This design comes from an exercise in tuning for small area on the open sky130 flow, not from production work.
Function was checked by simulation only, so behaviour that the tests miss may differ from the original.

Design HD63701_Core, start of the top module:
module HD63701_Core(CLKx2, RST, NMI, IRQ, IRQ2_TIM, IRQ2_SCI, RW, AD, DO, DI);
clock: 13.0 ns
lec_check: 0
abc_area: 1
cap_margin: 30
core_margin: 2
core_utilization: 40
slew_margin: 20
synth_memory_max_bits: 65536
buffer_ports_args: -buffer_cell sky130_fd_sc_hd__buf_1
cts_args: -sink_clustering_enable -repair_clock_nets -buf_list sky130_fd_sc_hd__clkbuf_8 -dont_use_dummy_load
standard.sh (not shown) runs the stock make flow with config.mk's settings and CLKGATE_MAP_FILE= SYNTH_SCRIPT=/design/flow/synth_recipe.tcl, a recipe that flattens the netlist after the stock synthesis.
==> flow/flow/run.sh <==
#!/bin/bash
# Own flow: the standard layout (standard.sh) with three changes:
#  - the combinational cells of the standard synthesis are re-mapped with
#    ABC's area mapper (flow/remap.sh); every flip-flop of the standard
#    synthesis is kept as it is (same instances, names and cell types) and
#    its output net keeps its name (flow/fixq.py);
#  - the port buffers that placement puts on every input and output are
#    sky130_fd_sc_hd__buf_1;
#  - clock tree synthesis uses sky130_fd_sc_hd__clkbuf_8 and no dummy loads.
# Each tool's output goes to a log file in this folder.
set -euo pipefail
R=orfs/results/sky130hd/HD63701_Core/base
LIB=${FLOW_HOME:-/OpenROAD-flow-scripts/flow}/platforms/sky130hd/lib/sky130_fd_sc_hd__tt_025C_1v80.lib
cat >> config.mk <<'EOC'
export BUFFER_PORTS_ARGS = -buffer_cell sky130_fd_sc_hd__buf_1
export CTS_ARGS = -sink_clustering_enable -repair_clock_nets -buf_list sky130_fd_sc_hd__clkbuf_8 -dont_use_dummy_load
EOC
bash standard.sh synth > standard_synth.log 2>&1
cp $R/1_2_yosys.v standard_1_2_yosys.v.log
bash flow/remap.sh $R/1_2_yosys.v remap_raw.v "$LIB" > remap.log 2>&1
python3 flow/fixq.py $R/1_2_yosys.v remap_raw.v remapped.v > fixq.log 2>&1
cp remapped.v $R/1_2_yosys.v
rm -f $R/1_synth.odb $R/1_synth.sdc
bash standard.sh > standard_finish.log 2>&1
==> flow/flow/remap.sh <==
#!/bin/bash
# usage: remap.sh in.v out.v LIB
# Re-maps the combinational cells of the standard synthesis netlist with
# ABC's area mapper (strash; dch -f; map -a).  Flip-flop cells and their
# instance names are kept exactly as the standard synthesis made them.
set -euo pipefail
IN=$1; OUT=$2; LIB=$3
YOSYS=$(command -v yosys || echo /OpenROAD-flow-scripts/tools/install/yosys/bin/yosys)
DONT="-dont_use sky130_fd_sc_hd__probe_p_8 -dont_use sky130_fd_sc_hd__probec_p_8 -dont_use sky130_fd_sc_hd__lpflow_*"
printf "strash\ndch -f\nmap -a\ntopo\n" > $OUT.abc
$YOSYS -l $OUT.yosys.log -p "
read_liberty -ignore_miss_func $LIB
read_verilog $IN
hierarchy -top HD63701_Core
blackbox sky130_fd_sc_hd__df* sky130_fd_sc_hd__edf*
flatten
opt -purge
abc -liberty $LIB $DONT -script $OUT.abc
opt_clean -purge
hilomap -singleton -hicell sky130_fd_sc_hd__conb_1 HI -locell sky130_fd_sc_hd__conb_1 LO
insbuf -buf sky130_fd_sc_hd__buf_4 A X
splitnets
opt_clean -purge
stat -liberty $LIB
write_verilog -noattr -nohex -nodec $OUT
" > /dev/null
Other scripts of this flow, unchanged in this note and not shown: flow/flow/fixq.py
Edit:
--- a/flow/flow/run.sh
+++ b/flow/flow/run.sh
@@ -3,3 +3,3 @@
 #  - the combinational cells of the standard synthesis are re-mapped with
-#    ABC's area mapper (flow/remap.sh); every flip-flop of the standard
+#    ABC's &nf mapper with area recovery (flow/remap.sh); every flip-flop of the standard
 #    synthesis is kept as it is (same instances, names and cell types) and
--- a/flow/flow/remap.sh
+++ b/flow/flow/remap.sh
@@ -3,3 +3,3 @@
 # Re-maps the combinational cells of the standard synthesis netlist with
-# ABC's area mapper (strash; dch -f; map -a).  Flip-flop cells and their
+# ABC's &nf mapper with area recovery, twice over.  Flip-flop cells and their
 # instance names are kept exactly as the standard synthesis made them.
@@ -9,3 +9,3 @@
 DONT="-dont_use sky130_fd_sc_hd__probe_p_8 -dont_use sky130_fd_sc_hd__probec_p_8 -dont_use sky130_fd_sc_hd__lpflow_*"
-printf "strash\ndch -f\nmap -a\ntopo\n" > $OUT.abc
+printf "&get -n\n&dch -f\n&nf -R 1000\n&put\nstrash\n&get -n\n&dch -f\n&nf -R 1000\n&put\ntopo\n" > $OUT.abc
 $YOSYS -l $OUT.yosys.log -p "
- CORE_UTILIZATION: 40 -> 35
- PLACE_DENSITY: default -> 0.42
The new run completed without violations.
Fmax went down by 5.2%.
Final area drops by 2.5%.
Setup slack loses 560 ps.
Non-clock buffer count goes up by 31.
Global-route usage goes down by 3.5 points.
Synthesized area drops by 5.1%.
Flip-flop and latch count is unchanged.


HD63701_Core again, from the RTL that the note above started with.
## HD63701_Core
module HD63701_Core(CLKx2, RST, NMI, IRQ, IRQ2_TIM, IRQ2_SCI, RW, AD, DO, DI);
==> flow/config.mk <==
export PLATFORM = sky130hd
export DESIGN_NAME = HD63701_Core
export DESIGN_NICKNAME = HD63701_Core
export VERILOG_FILES = /design/flow/design.v
export SDC_FILE = /design/flow/constraint.sdc
export NUM_CORES = 4
export LEC_CHECK = 0
export ABC_AREA = 1
export CAP_MARGIN = 30
export CORE_MARGIN = 2
export CORE_UTILIZATION = 55
export SLEW_MARGIN = 20
export SYNTH_MEMORY_MAX_BITS = 65536
==> flow/constraint.sdc <==
create_clock -name core_clock -period 13.0 [get_ports {CLKx2}]
set_input_delay 2.6000 -clock core_clock [delete_from_list [all_inputs] [get_ports {CLKx2}]]
set_output_delay 2.6000 -clock core_clock [all_outputs]
set_load 0.01 [all_outputs]
run.sh (not shown) runs the stock make flow with config.mk's settings and CLKGATE_MAP_FILE= SYNTH_SCRIPT=/design/flow/synth_recipe.tcl, a recipe that flattens the netlist after the stock synthesis.
Stock flow here: none of the scripts above is used.
The baseline did not get past 5_1_grt (GRT-0116).
Rerun with:
==> flow/flow/run.sh (new file) <==
#!/bin/bash
# Own flow: the standard layout (standard.sh, unchanged synthesis and
# steps), with the port buffers that placement inserts on every input and
# output made from sky130_fd_sc_hd__buf_1 instead of the default cell.
set -e
cp standard.sh std_copy.sh.log
cp config.mk config_orig.mk.log
echo 'export BUFFER_PORTS_ARGS = -buffer_cell sky130_fd_sc_hd__buf_1' >> config.mk
bash standard.sh > standard.log 2>&1
==> flow/standard.sh (new file) <==
#!/bin/bash
# synth_recipe.tcl (not shown) runs the flow's synth.tcl, then flattens the netlist and writes it again
# the make line also repeats each setting of config.mk as NAME=value (left out here)
make -C /OpenROAD-flow-scripts/flow DESIGN_CONFIG=/design/flow/config.mk WORK_HOME=/design/flow/orfs CLKGATE_MAP_FILE= SYNTH_SCRIPT=/design/flow/synth_recipe.tcl "${@:-finish}"
BUFFER_PORTS_ARGS = -buffer_cell sky130_fd_sc_hd__buf_1   (was not set)
CORE_UTILIZATION = 40   (was 55)
CTS_BUF_LIST = sky130_fd_sc_hd__clkbuf_8   (was not set)
removed: flow/run.sh
What happened: Now the flow produced a clean layout. Synthesized area is unchanged. Synthesized cell count does not change.

==> static timing again, ports no longer ideal <==
No port has a modelled driver above. Below, the same layouts with a new extraction and two added sets of constraints.
Step 1 assumes that a clkbuf_16 drives the clock port and a buf_2 every other input.
Step 2 moves the port delays by t, midway between the first and last clock arrival at a register: inputs arrive t later, outputs are due t later. That takes back most of the time a late clock gives input paths.
Slacks: ideal ports / drivers / drivers and shift; pairs: ideal ports / drivers.
run	t (ns)	setup WS [ns]	worst hold slack (ns)	clock arrival spread, ns	cell pins on the clock port's net
the first run of note 1	0.550	2.846 / 2.801 / 2.761	0.535 / 0.535 / 0.535	0.036 / 0.036	1
the second run of note 1	0.607	2.290 / 2.318 / 1.711	0.575 / 0.575 / 0.575	0.040 / 0.041	1
the second run of note 2	0.639	2.227 / 2.172 / 2.811	0.529 / 0.529 / 0.529	0.036 / 0.037	1
After both steps every run listed still meets setup and hold. For the second run of note 1, which loses most, drivers alone change the setup slack by +0.028 ns; drivers and shift together by -0.579 ns.
